From an optimization exercise on the open Yosys and OpenROAD flow, aimed at small area; shortcuts taken in it are not production practice. The RTL was checked by simulation tests, not by an equivalence proof against the original design. The clock input has no modelled driver; a real chip could not lean on it and would need a root buffer or a full tree. Power figures rest on the tool's default switching activity, not on a simulated workload.

## Stopwatch
module Stopwatch (output SF_CE0, output LCD_RW, output LCD_RS, output [3:0] SF_D, output LCD_E,
                  input clock, input reset, input restart);
Size: ~320 cells after synthesis, about 11 I/O pins, ~2500 um2 of cells after synthesis.
export LEC_CHECK = 0
export CAP_MARGIN = 20
export CORE_MARGIN = 2
export CORE_UTILIZATION = 40
export PLACE_DENSITY = 0.6
export SLEW_MARGIN = 20
create_clock -name core_clock -period 20.0 [get_ports {clock}]
standard.sh (not shown) runs the stock make flow with config.mk's settings and CLKGATE_MAP_FILE= SYNTH_SCRIPT=/design/flow/synth_recipe.tcl, a recipe that flattens the netlist after the stock synthesis.
==> flow/flow/run.sh <==
#!/bin/bash
# Own layout flow: the standard synthesis, then the combinational logic between the
# registers is re-mapped for area with ABC (the registers, their names and cell types are
# kept), then the standard layout steps from floorplan to finish, with buf_1 port
# buffers and the root clock buffer removed so that the clock port drives the 4 leaf
# clock buffers (flow/post_cts.tcl).
set -euo pipefail
W=$PWD
R=$W/orfs/results/$FLOW_PLATFORM/Stopwatch/base
LIB=$FLOW_HOME/platforms/$FLOW_PLATFORM/lib/sky130_fd_sc_hd__tt_025C_1v80.lib
YOSYS=$(command -v yosys || echo "$FLOW_HOME/../tools/install/yosys/bin/yosys")

# 1. standard synthesis
bash standard.sh synth > $W/1_standard_synth.log 2>&1

# 2. area re-mapping of the combinational logic; several ABC runs, the smallest one that
#    ABC proves equivalent to its input is kept
cp $R/1_2_yosys.v $W/std_1_2_yosys.v
resynth() {
  local s=$1 n
  n=$(basename $s .script)
  sed -e "s#@PRE@#$W/pre_$n.blif#g" $s > $W/$n.abc
  sed -e "s#@LIB@#$LIB#g" -e "s#@IN@#$W/std_1_2_yosys.v#g" -e "s#@OUT@#$W/rs_$n.v#g" \
      -e "s#@SCRIPT@#$W/$n.abc#g" $W/flow/resynth.ys > $W/rs_$n.ys
  "$YOSYS" -s $W/rs_$n.ys > $W/2_resynth_$n.log 2>&1 || true
}
jobs=0
for s in $W/flow/abc_*.script; do
  resynth $s &
  jobs=$((jobs + 1))
  if (( jobs >= ${NUM_CORES:-4} )); then wait -n || true; jobs=$((jobs - 1)); fi
done
wait || true
best=""
bestarea=""
for s in $W/flow/abc_*.script; do
  n=$(basename $s .script)
  lg=$W/2_resynth_$n.log
  [[ -f $W/rs_$n.v ]] || continue
  grep -q "Networks are equivalent" $lg || continue
  grep -q "Chip area" $lg || continue
  # only library cells may remain
  if grep -q '$_' $W/rs_$n.v.stat; then continue; fi
  a=$(grep "Chip area" $lg | tail -1 | awk '{print $NF}')
  echo "$n $a" >> $W/2_resynth_areas.txt
  if [[ -z "$bestarea" ]] || awk "BEGIN{exit !($a < $bestarea)}"; then best=$n; bestarea=$a; fi
done
echo "chosen $best $bestarea" >> $W/2_resynth_areas.txt
if [[ -n "$best" ]]; then
  cp $W/rs_$best.v $R/1_2_yosys.v
  touch $R/1_2_yosys.v
fi

# 3. standard layout from the re-mapped netlist
bash standard.sh finish \
  "BUFFER_PORTS_ARGS=-buffer_cell sky130_fd_sc_hd__buf_1" \
  "CTS_ARGS=-sink_clustering_enable -repair_clock_nets -dont_use_dummy_load" \
  "POST_CTS_TCL=$W/flow/post_cts.tcl" LEAF_CLKBUF=sky130_fd_sc_hd__clkbuf_8 \
  > $W/3_standard_layout.log 2>&1
Other scripts of this flow, unchanged in this note and not shown: flow/flow/abc_a10s0.script, flow/flow/abc_a15s6.script, flow/flow/abc_a30s0.script, flow/flow/abc_n10s0.script, flow/flow/abc_n10s1.script, flow/flow/abc_n10s2.script, flow/flow/abc_n15s4.script, flow/flow/abc_n20s0.script, flow/flow/abc_n20s1.script, flow/flow/abc_n20s2.script, flow/flow/abc_n25s5.script, flow/flow/abc_n30s0.script, flow/flow/abc_n40s3.script, flow/flow/abc_x10s0.script, flow/flow/abc_x20s1.script, flow/flow/abc_x30s2.script, flow/flow/post_cts.tcl, flow/flow/resynth.ys
Then changed:
--- a/flow/flow/run.sh
+++ b/flow/flow/run.sh
@@ -50,2 +50,3 @@
   cp $W/rs_$best.v $R/1_2_yosys.v
+  python3 $W/flow/merge_ties.py $R/1_2_yosys.v >> $W/2_resynth_areas.txt 2>&1 || cp $W/rs_$best.v $R/1_2_yosys.v
   touch $R/1_2_yosys.v
==> flow/flow/abc_n20s10.script (new file) <==
write_blif @PRE@
strash
&get -n
&deepsyn -T 20 -S 10
&put
&get -n
&dch -f
&nf -p -R 1000 -F 8 -C 32
&put
topo
cec @PRE@
==> flow/flow/abc_n20s11.script (new file) <==
write_blif @PRE@
strash
&get -n
&deepsyn -T 20 -S 11
&put
&get -n
&dch -f
&nf -p -R 1000 -F 8 -C 32
&put
topo
cec @PRE@
==> flow/flow/abc_n20s12.script (new file) <==
write_blif @PRE@
strash
&get -n
&deepsyn -T 20 -S 12
&put
&get -n
&dch -f
&nf -p -R 1000 -F 8 -C 32
&put
topo
cec @PRE@
==> flow/flow/abc_n20s13.script (new file) <==
write_blif @PRE@
strash
&get -n
&deepsyn -T 20 -S 13
&put
&get -n
&dch -f
&nf -p -R 1000 -F 8 -C 32
&put
topo
cec @PRE@
==> flow/flow/abc_n20s6.script (new file) <==
write_blif @PRE@
strash
&get -n
&deepsyn -T 20 -S 6
&put
&get -n
&dch -f
&nf -p -R 1000 -F 8 -C 32
&put
topo
cec @PRE@
==> flow/flow/abc_n20s7.script (new file) <==
write_blif @PRE@
strash
&get -n
&deepsyn -T 20 -S 7
&put
&get -n
&dch -f
&nf -p -R 1000 -F 8 -C 32
&put
topo
cec @PRE@
==> flow/flow/abc_n20s8.script (new file) <==
write_blif @PRE@
strash
&get -n
&deepsyn -T 20 -S 8
&put
&get -n
&dch -f
&nf -p -R 1000 -F 8 -C 32
&put
topo
cec @PRE@
==> flow/flow/abc_n20s9.script (new file) <==
write_blif @PRE@
strash
&get -n
&deepsyn -T 20 -S 9
&put
&get -n
&dch -f
&nf -p -R 1000 -F 8 -C 32
&put
topo
cec @PRE@
==> flow/flow/merge_ties.py (new file) <==
#!/usr/bin/env python3
# Merge a netlist's tie-high and tie-low conb_1 cells into one conb_1 that drives both nets.
import re, sys
path = sys.argv[1]
text = open(path).read()
pat = re.compile(r'\n(\s*)sky130_fd_sc_hd__conb_1\s+(\S+)\s*\(\s*\.(HI|LO)\(([^()]*)\)\s*\);')
ties = list(pat.finditer(text))
his = [m for m in ties if m.group(3) == 'HI']
los = [m for m in ties if m.group(3) == 'LO']
if len(his) == 1 and len(los) == 1:
    hi, lo = his[0], los[0]
    merged = '\n%ssky130_fd_sc_hd__conb_1 %s (\n%s  .HI(%s),\n%s  .LO(%s)\n%s);' % (
        hi.group(1), hi.group(2), hi.group(1), hi.group(4), hi.group(1), lo.group(4), hi.group(1))
    first, second = sorted([hi, lo], key=lambda m: m.start())
    keep = merged
    text = text[:first.start()] + (keep if first is hi else '') + text[first.end():second.start()] + (keep if second is hi else '') + text[second.end():]
    open(path, 'w').write(text)
    print('merged tie cells %s and %s' % (hi.group(2), lo.group(2)))
else:
    print('tie cells left as they are (%d HI, %d LO)' % (len(his), len(los)))
=>
- combinational power drops by 3.1%
- die area stays flat
- routed wire length came out higher by 8.7%
- final area rose by 0.37%
- via count increases by about 1.6%
- setup slack loses 0.083 ns
- flip-flop and latch count is unchanged
- utilization grows by 0.17 points
- global-route usage increases by 1.5 points
- count of clock-buffer cells in the layout is unchanged

---

Setup of the previous run:
Stopwatch, a different RTL version from the one above (not shown whole).
Size in the first run: ~310 cells after synthesis, ~2500 um2 of cells after synthesis.
Settings: LEC_CHECK=0, CAP_MARGIN=20, CORE_MARGIN=2, CORE_UTILIZATION=40, PLACE_DENSITY=0.6, SLEW_MARGIN=20; clock period 20.0 ns.
==> flow/flow/run.sh <==
#!/bin/bash
# Own layout flow: the standard synthesis, then the combinational logic between the
# registers is re-mapped for area with ABC (the registers, their names and cell types are
# kept), then the standard layout steps from floorplan to finish, with buf_1 port
# buffers and the root clock buffer removed so that the clock port drives the 4 leaf
# clock buffers, resized to buf_6 (flow/post_cts.tcl), and one tie cell for both constant outputs
# (flow/post_floorplan.tcl).
set -euo pipefail
W=$PWD
R=$W/orfs/results/$FLOW_PLATFORM/Stopwatch/base
LIB=$FLOW_HOME/platforms/$FLOW_PLATFORM/lib/sky130_fd_sc_hd__tt_025C_1v80.lib
YOSYS=$(command -v yosys || echo "$FLOW_HOME/../tools/install/yosys/bin/yosys")

# 1. standard synthesis
bash standard.sh synth > $W/1_standard_synth.log 2>&1

# 2. area re-mapping of the combinational logic; several ABC runs, the smallest one that
#    ABC proves equivalent to its input is kept
cp $R/1_2_yosys.v $W/std_1_2_yosys.v
# ABC scripts: deepsyn (time limit, seed) then a mapper; each ends with ABC's equivalence check
mkscript() {  # name T S mapper
  local m
  case $4 in
    amap) m='dch -f
amap
topo' ;;
    nf) m='&get -n
&dch -f
&nf -p -R 1000 -F 8 -C 32
&put
topo' ;;
    nfa) m='&get -n
&dch -f
&nf -a -p -A 4 -R 1000
&put
topo' ;;
  esac
  printf 'write_blif %s\nstrash\n&get -n\n&deepsyn -T %s -S %s\n&put\n%s\ncec %s\n' \
    "$W/pre_$1.blif" "$2" "$3" "$m" "$W/pre_$1.blif" > $W/abc_$1.abc
}
names=()
while read -r t sd mp; do
  [[ -z "$t" || "$t" == \#* ]] && continue
  n=${mp}_t${t}_s${sd}
  mkscript $n $t $sd $mp
  names+=($n)
done < $W/flow/abc_runs.txt
resynth() {
  local n=$1
  sed -e "s#@LIB@#$LIB#g" -e "s#@IN@#$W/std_1_2_yosys.v#g" -e "s#@OUT@#$W/rs_$n.v#g" \
      -e "s#@SCRIPT@#$W/abc_$n.abc#g" $W/flow/resynth.ys > $W/rs_$n.ys
  "$YOSYS" -s $W/rs_$n.ys > $W/2_resynth_$n.log 2>&1 || true
}
jobs=0
for n in "${names[@]}"; do
  resynth $n &
  jobs=$((jobs + 1))
  if (( jobs >= ${NUM_CORES:-4} )); then wait -n || true; jobs=$((jobs - 1)); fi
done
wait || true
best=""
bestarea=""
for n in "${names[@]}"; do
  lg=$W/2_resynth_$n.log
  [[ -f $W/rs_$n.v ]] || continue
  grep -q "Networks are equivalent" $lg || continue
  grep -q "Chip area" $lg || continue
  # only library cells may remain
  if grep -q '$_' $W/rs_$n.v.stat; then continue; fi
  a=$(grep "Chip area" $lg | tail -1 | awk '{print $NF}')
  echo "$n $a" >> $W/2_resynth_areas.txt
  if [[ -z "$bestarea" ]] || awk "BEGIN{exit !($a < $bestarea)}"; then best=$n; bestarea=$a; fi
done
echo "chosen $best $bestarea" >> $W/2_resynth_areas.txt
if [[ -n "$best" ]]; then
  cp $W/rs_$best.v $R/1_2_yosys.v
  touch $R/1_2_yosys.v
fi

# 3. standard layout from the re-mapped netlist
bash standard.sh finish \
  "BUFFER_PORTS_ARGS=-buffer_cell sky130_fd_sc_hd__buf_1" \
  "POST_FLOORPLAN_TCL=$W/flow/post_floorplan.tcl" \
  "CTS_ARGS=-sink_clustering_enable -repair_clock_nets -dont_use_dummy_load" \
  "POST_CTS_TCL=$W/flow/post_cts.tcl" LEAF_CLKBUF=sky130_fd_sc_hd__buf_6 \
  > $W/3_standard_layout.log 2>&1
==> flow/flow/post_cts.tcl <==
set block [ord::get_db_block]
set cnet [[$block findBTerm clock] getNet]
set roots {}
foreach it [$cnet getITerms] {
  if {[string match "*clkbuf*" [[[$it getInst] getMaster] getName]]} { lappend roots [$it getInst] }
}
if {[llength $roots] == 1} {
  set root [lindex $roots 0]
  set rnet [[$root findITerm X] getNet]
  set leaves {}
  foreach it [$rnet getITerms] {
    if {[$it getInst] ne $root} { lappend leaves $it }
  }
  if {[llength $leaves] <= 4} {
    foreach it $leaves {
      $it disconnect
      $it connect $cnet
    }
    odb::dbInst_destroy $root
    odb::dbNet_destroy $rnet
    foreach it $leaves {
      set inst [$it getInst]
      if {[string match "*clkbuf*" [[$inst getMaster] getName]]} { replace_cell [$inst getName] $::env(LEAF_CLKBUF) }
    }
    puts "post_cts: removed the root clock buffer, the clock drives [llength $leaves] leaf buffers"
    detailed_placement
    estimate_parasitics -placement
    report_clock_skew
  }
}
Other scripts of this flow, unchanged in this note and not shown: flow/flow/abc_runs.txt, flow/flow/post_floorplan.tcl, flow/flow/resynth.ys
The previous run ran to completion and came out clean on the timing, design-rule and antenna checks.
Input changes introduced in the current run (baseline for comparison: the previous run):
diff --git a/flow/flow/run.sh b/flow/flow/run.sh
--- a/flow/flow/run.sh
+++ b/flow/flow/run.sh
@@ -4,5 +4,5 @@
 # kept), then the standard layout steps from floorplan to finish, with buf_1 port
 # buffers and the root clock buffer removed so that the clock port drives the 4 leaf
-# clock buffers, resized to buf_6 (flow/post_cts.tcl), and one tie cell for both constant outputs
+# clock buffers (flow/post_cts.tcl), and one tie cell for both constant outputs
 # (flow/post_floorplan.tcl).
 set -euo pipefail
@@ -83,4 +83,4 @@
   "POST_FLOORPLAN_TCL=$W/flow/post_floorplan.tcl" \
   "CTS_ARGS=-sink_clustering_enable -repair_clock_nets -dont_use_dummy_load" \
-  "POST_CTS_TCL=$W/flow/post_cts.tcl" LEAF_CLKBUF=sky130_fd_sc_hd__buf_6 \
+  "POST_CTS_TCL=$W/flow/post_cts.tcl" LEAF_CLKBUF=sky130_fd_sc_hd__clkbuf_8 \
   > $W/3_standard_layout.log 2>&1
==> summary.txt <==
- In the current run, the power came out 1.3% above the value in the previous run.
- The current run ends up with higher count of TritonRoute iterations in the first routing pass than the previous run does.
- Compared with the previous run, the current run shows a lower fraction of area in registers.
- The worst hold slack was comparable across the current run and the previous run.
- Going from the previous run to the current run, proportion of power drawn by the clock network +1.0 points; share of the clock period used by the worst path after layout ~0 delta; internal cell power +about 1.7%.
- Summary — worst setup slack, the current run relative to the previous run: higher, by 0.012 ns.

==> what the ideal ports hide <==
Ports are ideal in the flow. The routed layouts listed here were re-timed in OpenROAD.
Step 1 (the two cells are an assumption about what drives the block):
set clk [get_ports {clock}]
set_driving_cell -lib_cell sky130_fd_sc_hd__clkbuf_16 $clk
set_driving_cell -lib_cell sky130_fd_sc_hd__buf_2 [delete_from_list [all_inputs] $clk]
Step 2 times the ports against the registers' clock, not the clock port: input delays grow and output delays shrink by t, the midpoint of the rising clock arrivals with the driver on.
a / b / c = no drivers / after step 1 / after step 2; a / b = the first two.
run	t (ns)	setup WS [ns]	worst setup path after step 2	clock arrival spread, ns	worst register clock-pin slew, ns
the first run of note 1	0.197	13.709 / 13.655 / 13.559	input to register	0.015 / 0.016	0.09 / 0.09
the second run of note 1	0.200	13.626 / 13.660 / 13.460	input to register	0.014 / 0.014	0.09 / 0.09
the previous run	0.180	13.449 / 13.488 / 13.308	input to register	0.014 / 0.014	0.10 / 0.10
the current run	0.203	13.461 / 13.498 / 13.296	input to register	0.015 / 0.015	0.10 / 0.10
After both steps every run listed still meets setup and hold. The setup slack of the second run of note 1, which loses most, moves by +0.034 ns with the drivers and by -0.166 ns with both steps.
